Background: an optimization exercise with open tools, aiming at small area. Do not read the settings as production practice. Function was checked by simulation only, so behaviour that the tests miss may differ from the original. The flow treats the clock pin as an ideal source. Dropping or thinning the clock tree relies on that and would not hold on a real chip. Power and IR drop assume default switching activity.

==> inputs of job 5712 <==
Design TopModule, start of the top module:
module TopModule(
    input wire clk,
    input wire reset,
    input wire entry_sensor,
    input wire exit_sensor,
    input wire [1:0] exit_location,  
    output reg door_status_light,    
    output reg lot_full_light,       
    output wire [3:0] parking_state,
    output wire [7:0] seg_out,
    output wire [4:0] anode,
    input wire echo,
    output trig
);
==> module UltraSonicSensor, before the edit <==
module UltraSonicSensor (
    input clk,
    input rst,
    input measure,
    input trig_done,
    input echo,
    output wire trig,
    output reg exit_car
);
    localparam IDLE = 2'b00, TRIGGER = 2'b01, WAIT = 2'b11, COUNTECHO = 2'b10;
    reg [1:0] state;
    reg below;
    reg [21:0] ecount;
    wire inIDLE = (state == IDLE);
    wire inCOUNT = (state == COUNTECHO);
    assign trig = (state == TRIGGER);
    wire zero21 = ~|ecount[20:0];
    wire wrap = ecount[21] & zero21;               
    wire at695 = ((ecount ^ 22'b1111111111000000000011) & 22'b0001001001100000000001) == 0;   
    always @(posedge clk or posedge rst) begin
        if (rst) begin
            state <= IDLE;
            exit_car <= 1'b0;
            below <= 1'b1;
        end else begin
            case (state)
                IDLE:      state <= measure ? TRIGGER : IDLE;
                TRIGGER:   state <= trig_done ? WAIT : TRIGGER;
                WAIT:      state <= echo ? COUNTECHO : WAIT;
                COUNTECHO: state <= echo ? COUNTECHO : IDLE;
            endcase
            if (inIDLE)
                exit_car <= below;
            if (inCOUNT)
                below <= (below & ~at695) | wrap;
            else if (state == WAIT)
                below <= 1'b1;
        end
    end
    always @(posedge clk)
        ecount <= {ecount[20:0], inCOUNT & (ecount[21] ^ ecount[20] ^ zero21)};
endmodule
==> module SevenSegmentDisplay, before the edit <==
module SevenSegmentDisplay (
    input clk, input reset, input tick, input [3:0] slots,
    output wire [7:0] seg_out, output wire [4:0] anode);
    reg [1:0] mux_index;
    always @(posedge clk or posedge reset)
        if (reset) mux_index <= 2'b00;
        else if (tick) mux_index <= {mux_index[0], ~mux_index[1]};
    wire n00, n01, n02, n03, n04, n05, n06, n07, n08, n09, n10, n11, n12, n13, n14, n15, n16, n17, n18, n19, n20, n21, n22, n23, n24, n25, n26, n27, n28;
    assign anode[0] = ~(mux_index[0] | mux_index[1]);
    assign n00 = ~mux_index[0];
    assign n01 = ~mux_index[1];
    assign anode[2] = ~(n00 | n01);
    assign anode[1] = ~(mux_index[1] | n00);
    assign anode[3] = ~(mux_index[0] | n01);
    assign n02 = ~(slots[1] | slots[0]);
    assign n03 = ~slots[1];
    assign n04 = ~slots[0];
    assign n05 = ~(n03 | n04);
    assign n06 = ~(n02 | n05);
    assign n07 = ~(slots[2] | slots[3]);
    assign n08 = ~slots[2];
    assign n09 = ~slots[3];
    assign n10 = ~(n08 | n09);
    assign n11 = ~(n07 | n10);
    assign n12 = n06 ^ n11;
    assign n13 = ~(n12 & anode[2]);
    assign n14 = ~((slots[2] | n03) & slots[0] & anode[0]);
    assign n15 = ~n05;
    assign n16 = ~n10;
    assign n17 = ~(n15 | n16);
    assign n18 = ~(n17 & anode[1]);
    assign n19 = ~(n13 & n14 & n18);
    assign n20 = ~n19;
    assign n21 = ~(n02 & n07);
    assign n22 = ~(n21 & anode[2]);
    assign n23 = ~((n02 | n16) & (n15 | n07));
    assign n24 = ~(n16 & anode[0] & n05);
    assign n25 = (n22 | n23) & n24;
    assign n26 = ~(n20 & n25);
    assign seg_out[5] = ~n26;
    assign seg_out[1] = ~(n17 & n01);
    assign n27 = ~(anode[2] & n02 & n07);
    assign seg_out[6] = ~(n25 & seg_out[1] & n27);
    assign n28 = ~(seg_out[1] & n27);
    assign seg_out[2] = ~((n20 | n28) & n26);
    assign seg_out[4] = ~(n28 | n19);
    assign seg_out[0] = ~((n28 | n19) & n25);
    assign anode[4] = 1'h0;
    assign { seg_out[7], seg_out[3] } = { 1'h0, seg_out[0] };
endmodule
export LEC_CHECK = 0
export ABC_AREA = 1
export CAP_MARGIN = 0
export CORE_MARGIN = 2
export CORE_UTILIZATION = 40
export SLEW_MARGIN = 0
create_clock -name core_clock -period 10.0 [get_ports {clk}]
standard.sh (not shown) runs the stock make flow with config.mk's settings and CLKGATE_MAP_FILE= SYNTH_SCRIPT=/design/flow/synth_recipe.tcl, a recipe that flattens the netlist after the stock synthesis.
==> flow/flow/run.sh <==
#!/bin/bash
set -euo pipefail
export BUFFER_PORTS_ARGS="-buffer_cell sky130_fd_sc_hd__buf_1"
export CTS_ARGS="-sink_clustering_enable -repair_clock_nets -dont_use_dummy_load"
export POST_CTS_TCL="$(pwd)/flow/clocktree.tcl"
export FLOW_CLK_GROUPS=3
export POST_FLOORPLAN_TCL="$(pwd)/flow/restructure.tcl"
bash standard.sh finish > standard_flow.log 2>&1
Other scripts of this flow, unchanged in this note and not shown: flow/flow/clocktree.tcl, flow/flow/downsize.tcl, flow/flow/libfilter.py, flow/flow/restructure.tcl
==> job 1765: changes against job 5712 <==
--- a/flow/design.v
+++ b/flow/design.v
@@ -76,43 +76,130 @@
 endmodule
-module UltraSonicSensor (
-    input clk,
-    input rst,
-    input measure,
-    input trig_done,
-    input echo,
-    output wire trig,
-    output reg exit_car
-);
-    localparam IDLE = 2'b00, TRIGGER = 2'b01, WAIT = 2'b11, COUNTECHO = 2'b10;
-    reg [1:0] state;
-    reg below;
-    reg [21:0] ecount;
-    wire inIDLE = (state == IDLE);
-    wire inCOUNT = (state == COUNTECHO);
-    assign trig = (state == TRIGGER);
-    wire zero21 = ~|ecount[20:0];
-    wire wrap = ecount[21] & zero21;               
-    wire at695 = ((ecount ^ 22'b1111111111000000000011) & 22'b0001001001100000000001) == 0;   
-    always @(posedge clk or posedge rst) begin
-        if (rst) begin
-            state <= IDLE;
-            exit_car <= 1'b0;
-            below <= 1'b1;
-        end else begin
-            case (state)
-                IDLE:      state <= measure ? TRIGGER : IDLE;
-                TRIGGER:   state <= trig_done ? WAIT : TRIGGER;
-                WAIT:      state <= echo ? COUNTECHO : WAIT;
-                COUNTECHO: state <= echo ? COUNTECHO : IDLE;
-            endcase
-            if (inIDLE)
-                exit_car <= below;
-            if (inCOUNT)
-                below <= (below & ~at695) | wrap;
-            else if (state == WAIT)
-                below <= 1'b1;
-        end
-    end
-    always @(posedge clk)
-        ecount <= {ecount[20:0], inCOUNT & (ecount[21] ^ ecount[20] ^ zero21)};
+`timescale 1ns / 1ps
+module UltraSonicSensor(clk, rst, measure, trig_done, echo, trig, exit_car);
+  input clk;
+  wire clk;
+  input rst;
+  wire rst;
+  input measure;
+  wire measure;
+  input trig_done;
+  wire trig_done;
+  input echo;
+  wire echo;
+  output trig;
+  wire trig;
+  output exit_car;
+  reg exit_car;
+  wire _00_;
+  wire [21:0] _01_;
+  wire _02_;
+  wire _03_;
+  wire _04_;
+  wire _05_;
+  wire _06_;
+  wire _07_;
+  wire _08_;
+  wire _09_;
+  wire _10_;
+  wire _11_;
+  wire _12_;
+  wire _13_;
+  wire _14_;
+  wire _15_;
+  wire _16_;
+  wire _17_;
+  wire _18_;
+  wire _19_;
+  wire _20_;
+  wire _21_;
+  wire _22_;
+  wire _23_;
+  wire [1:0] _24_;
+  reg below;
+  reg [21:0] ecount;
+  reg [1:0] state;
+  always @(posedge clk, posedge rst)
+    if (rst) exit_car <= 1'h0;
+    else if (!_03_) exit_car <= below;
+  always @(posedge clk, posedge rst)
+    if (rst) below <= 1'h1;
+    else if (_02_) below <= _00_;
+  always @(posedge clk)
+    ecount[0] <= _01_[0];
+  always @(posedge clk)
+    ecount[1] <= ecount[0];
+  always @(posedge clk)
+    ecount[2] <= ecount[1];
+  always @(posedge clk)
+    ecount[3] <= ecount[2];
+  always @(posedge clk)
+    ecount[4] <= ecount[3];
+  always @(posedge clk)
+    ecount[5] <= ecount[4];
+  always @(posedge clk)
+    ecount[6] <= ecount[5];
+  always @(posedge clk)
+    ecount[7] <= ecount[6];
+  always @(posedge clk)
+    ecount[8] <= ecount[7];
+  always @(posedge clk)
+    ecount[9] <= ecount[8];
+  always @(posedge clk)
+    ecount[10] <= ecount[9];
+  always @(posedge clk)
+    ecount[11] <= ecount[10];
+  always @(posedge clk)
+    ecount[12] <= ecount[11];
+  always @(posedge clk)
+    ecount[13] <= ecount[12];
+  always @(posedge clk)
+    ecount[14] <= ecount[13];
+  always @(posedge clk)
+    ecount[15] <= ecount[14];
+  always @(posedge clk)
+    ecount[16] <= ecount[15];
+  always @(posedge clk)
+    ecount[17] <= ecount[16];
+  always @(posedge clk)
+    ecount[18] <= ecount[17];
+  always @(posedge clk)
+    ecount[19] <= ecount[18];
+  always @(posedge clk)
+    ecount[20] <= ecount[19];
+  always @(posedge clk)
+    ecount[21] <= ecount[20];
+  always @(posedge clk, posedge rst)
+    if (rst) state[0] <= 1'h0;
+    else state[0] <= _24_[0];
+  always @(posedge clk, posedge rst)
+    if (rst) state[1] <= 1'h0;
+    else state[1] <= _24_[1];
+    assign _04_ = (~(state[1]));
+    assign _05_ = (~(state[0]));
+    assign _03_ = (~(_04_)) | (~(_05_));
+    assign trig = (~(state[1])&~(_05_));
+    assign _06_ = (~(state[1])) | (~(echo));
+    assign _07_ = (~(state[0])&~(measure)) | (~(_06_));
+    assign _08_ = (~(state[0])&~(_04_));
+    assign _24_[0] = (~(_07_)&~(_08_));
+    assign _09_ = (~(state[1])&~(trig_done)) | (~(state[0]));
+    assign _24_[1] = (~(_09_)) | (~(_06_));
+    assign _02_ = ((state[1]));
+    assign _10_ = ((ecount[21])&~(ecount[20])) | (~(ecount[21])&(ecount[20]));
+    assign _11_ = ((ecount[4])) | ((ecount[9])) | ((ecount[10])) | ((ecount[11]));
+    assign _12_ = (~(ecount[15])&~(ecount[14])&~(ecount[19])&~(_11_));
+    assign _13_ = (~(ecount[7])&~(ecount[6])&~(ecount[8])&~(ecount[13]));
+    assign _14_ = (~(ecount[12])&~(ecount[17])&~(ecount[16])&~(ecount[18]));
+    assign _15_ = ((_13_)&(_14_));
+    assign _16_ = ((ecount[0])) | ((ecount[3])) | ((ecount[2])) | ((ecount[5]));
+    assign _17_ = (~(ecount[20])&~(ecount[1])&~(_16_));
+    assign _18_ = (~(_12_)) | (~(_15_)) | (~(_17_));
+    assign _19_ = ((_10_)&~(_18_)) | (~(_10_)&(_18_));
+    assign _01_[0] = (~(_04_)&~(state[0])&~(_19_));
+    assign _20_ = (~(_12_)) | (~(ecount[21])) | (~(_17_)) | (~(_15_));
+    assign _21_ = (~(ecount[0]));
+    assign _22_ = (~(ecount[12])) | (~(ecount[15])) | (~(ecount[18]));
+    assign _23_ = (~(ecount[11])&~(_21_)&~(_22_)) | (~(below));
+    assign _00_ = (~(_20_)) | (~(_08_)) | (~(_23_));
+    assign _01_[21:1] = ecount[20:0];
 endmodule
==> job 5572: changes against job 5712 <==
--- a/flow/design.v
+++ b/flow/design.v
@@ -151,3 +151,3 @@
     input clk, input reset, input tick, input [3:0] slots,
-    output wire [7:0] seg_out, output wire [4:0] anode);
+    output reg [7:0] seg_out, output wire [4:0] anode);
     reg [1:0] mux_index;
@@ -156,44 +156,34 @@
         else if (tick) mux_index <= {mux_index[0], ~mux_index[1]};
-    wire n00, n01, n02, n03, n04, n05, n06, n07, n08, n09, n10, n11, n12, n13, n14, n15, n16, n17, n18, n19, n20, n21, n22, n23, n24, n25, n26, n27, n28;
-    assign anode[0] = ~(mux_index[0] | mux_index[1]);
-    assign n00 = ~mux_index[0];
-    assign n01 = ~mux_index[1];
-    assign anode[2] = ~(n00 | n01);
-    assign anode[1] = ~(mux_index[1] | n00);
-    assign anode[3] = ~(mux_index[0] | n01);
-    assign n02 = ~(slots[1] | slots[0]);
-    assign n03 = ~slots[1];
-    assign n04 = ~slots[0];
-    assign n05 = ~(n03 | n04);
-    assign n06 = ~(n02 | n05);
-    assign n07 = ~(slots[2] | slots[3]);
-    assign n08 = ~slots[2];
-    assign n09 = ~slots[3];
-    assign n10 = ~(n08 | n09);
-    assign n11 = ~(n07 | n10);
-    assign n12 = n06 ^ n11;
-    assign n13 = ~(n12 & anode[2]);
-    assign n14 = ~((slots[2] | n03) & slots[0] & anode[0]);
-    assign n15 = ~n05;
-    assign n16 = ~n10;
-    assign n17 = ~(n15 | n16);
-    assign n18 = ~(n17 & anode[1]);
-    assign n19 = ~(n13 & n14 & n18);
-    assign n20 = ~n19;
-    assign n21 = ~(n02 & n07);
-    assign n22 = ~(n21 & anode[2]);
-    assign n23 = ~((n02 | n16) & (n15 | n07));
-    assign n24 = ~(n16 & anode[0] & n05);
-    assign n25 = (n22 | n23) & n24;
-    assign n26 = ~(n20 & n25);
-    assign seg_out[5] = ~n26;
-    assign seg_out[1] = ~(n17 & n01);
-    assign n27 = ~(anode[2] & n02 & n07);
-    assign seg_out[6] = ~(n25 & seg_out[1] & n27);
-    assign n28 = ~(seg_out[1] & n27);
-    assign seg_out[2] = ~((n20 | n28) & n26);
-    assign seg_out[4] = ~(n28 | n19);
-    assign seg_out[0] = ~((n28 | n19) & n25);
-    assign anode[4] = 1'h0;
-    assign { seg_out[7], seg_out[3] } = { 1'h0, seg_out[0] };
+    assign anode = {1'b0, mux_index == 2'b10, mux_index == 2'b11, mux_index == 2'b01, mux_index == 2'b00};
+    function [7:0] seven_seg;
+        input [2:0] num;
+        case (num)
+            3'd0: seven_seg = 8'b00111111;
+            3'd1: seven_seg = 8'b00000110;
+            3'd2: seven_seg = 8'b01011011;
+            3'd3: seven_seg = 8'b01001111;
+            3'd4: seven_seg = 8'b01100110;
+            default: seven_seg = 8'b01000000;
+        endcase
+    endfunction
+    wire full = &slots;
+    reg [2:0] nfree;
+    always @(*) case (slots)
+        4'b0000: nfree = 3'd4;
+        4'b0001, 4'b0010, 4'b0100, 4'b1000: nfree = 3'd3;
+        4'b0011, 4'b0101, 4'b0110, 4'b1001, 4'b1010, 4'b1100: nfree = 3'd2;
+        4'b1111: nfree = 3'd0;
+        default: nfree = 3'd1;
+    endcase
+    wire [1:0] best = ~slots[0] ? 2'd0 : ~slots[1] ? 2'd1 : ~slots[2] ? 2'd2 : 2'd3;
+    reg [2:0] digit;
+    always @(*) begin
+        case (mux_index)
+            2'b00: digit = full ? 3'd5 : {1'b0, best};
+            2'b01: digit = full ? 3'd5 : 3'd0;
+            2'b11: digit = nfree;
+            default: digit = 3'd0;
+        endcase
+        seg_out = seven_seg(digit);
+    end
 endmodule
--- a/flow/config.mk
+++ b/flow/config.mk
@@ -10,3 +10,4 @@
 export CORE_MARGIN = 2
-export CORE_UTILIZATION = 40
+export CORE_UTILIZATION = 70
+export PLACE_DENSITY = 0.9
 export SLEW_MARGIN = 0
==> comparison table <==
| quantity | job 5712 | job 5572 | job 1765 |
|---|---|---|---|
| Comb power frac | 3.1% | 3.0% | 2.9% |
| Adder-cell share of the synthesized area | 2.63% | 1.64% | 2.34% |
| Final core occ | 40.7% | 70.4% | 40.5% |
| Measured slew at the worst slew-check pin | 0.952 ns | 0.956 ns | 0.697 ns |
| Global Route met1 Usage | 14.2% | 24.4% | 14.8% |
| Post-synthesis share of cell area spent on and, or, nand and nor gates | 18.4% | 20.2% | 17.5% |
| NumNets Final | 300 | 296 | 304 |
| Most numerous cell on the critical path | nor2_1 | clkinv_1 | nor2_1 |
| Worst R2R Start | sensor.ecount[19]$_DFF_P_ | clock_divider.f[2]$_DFF_PP1_ | clock_divider.f[4]$_DFF_PP1_ |
| Cell Pwr Density | 170 nW/um^2 | 175 nW/um^2 | 173 nW/um^2 |
| Final-layout worst hold slack | 0.353 ns | 0.347 ns | 0.357 ns |
| Number of buffers and inverters on the critical path | 3 | 4 | 3 |
| Largest net degree at the start of global routing | 83 | 83 | 60 |
| Outcome | no timing/DRC/antenna violations | no timing/DRC/antenna violations | no timing/DRC/antenna violations |
| Met2 capacity usage during global routing | 15.9% | 34.0% | 17.4% |
In every run of this note, the design's own scripts or RTL, not TritonCTS, make the clock network.

-- port drivers added, routing unchanged --
In the flow no input, the clock included, has a driving cell. The finished layouts below were timed again as built, in two steps. Step 1 sets driving cells, clkbuf_16 on the clock port and buf_2 on the other inputs (assumed; they add their load-dependent delay and slew). Step 2 adds t to the input delays and takes it off the output delays; t is the mean of the earliest and latest rising clock arrival at the registers after step 1. Input paths then give back, and output paths get back, about the clock's delay inside the block. Three values: ideal, step 1, step 2; two values: the first two.
run | t, ns | slack for setup (ns) | worst hold slack (ns) | worst setup path at the end | clock arrival spread, ns
job 5712 | 0.228 | 5.898 / 5.841 / 6.069 | 0.353 / 0.353 / 0.353 | register to output | 0.015 / 0.014
job 1765 | 0.230 | 5.791 / 5.735 / 5.966 | 0.357 / 0.357 / 0.357 | register to output | 0.009 / 0.009
job 5572 | 0.231 | 5.657 / 5.594 / 5.826 | 0.347 / 0.347 / 0.347 | register to output | 0.014 / 0.015
After both steps setup and hold are still met in every run listed.
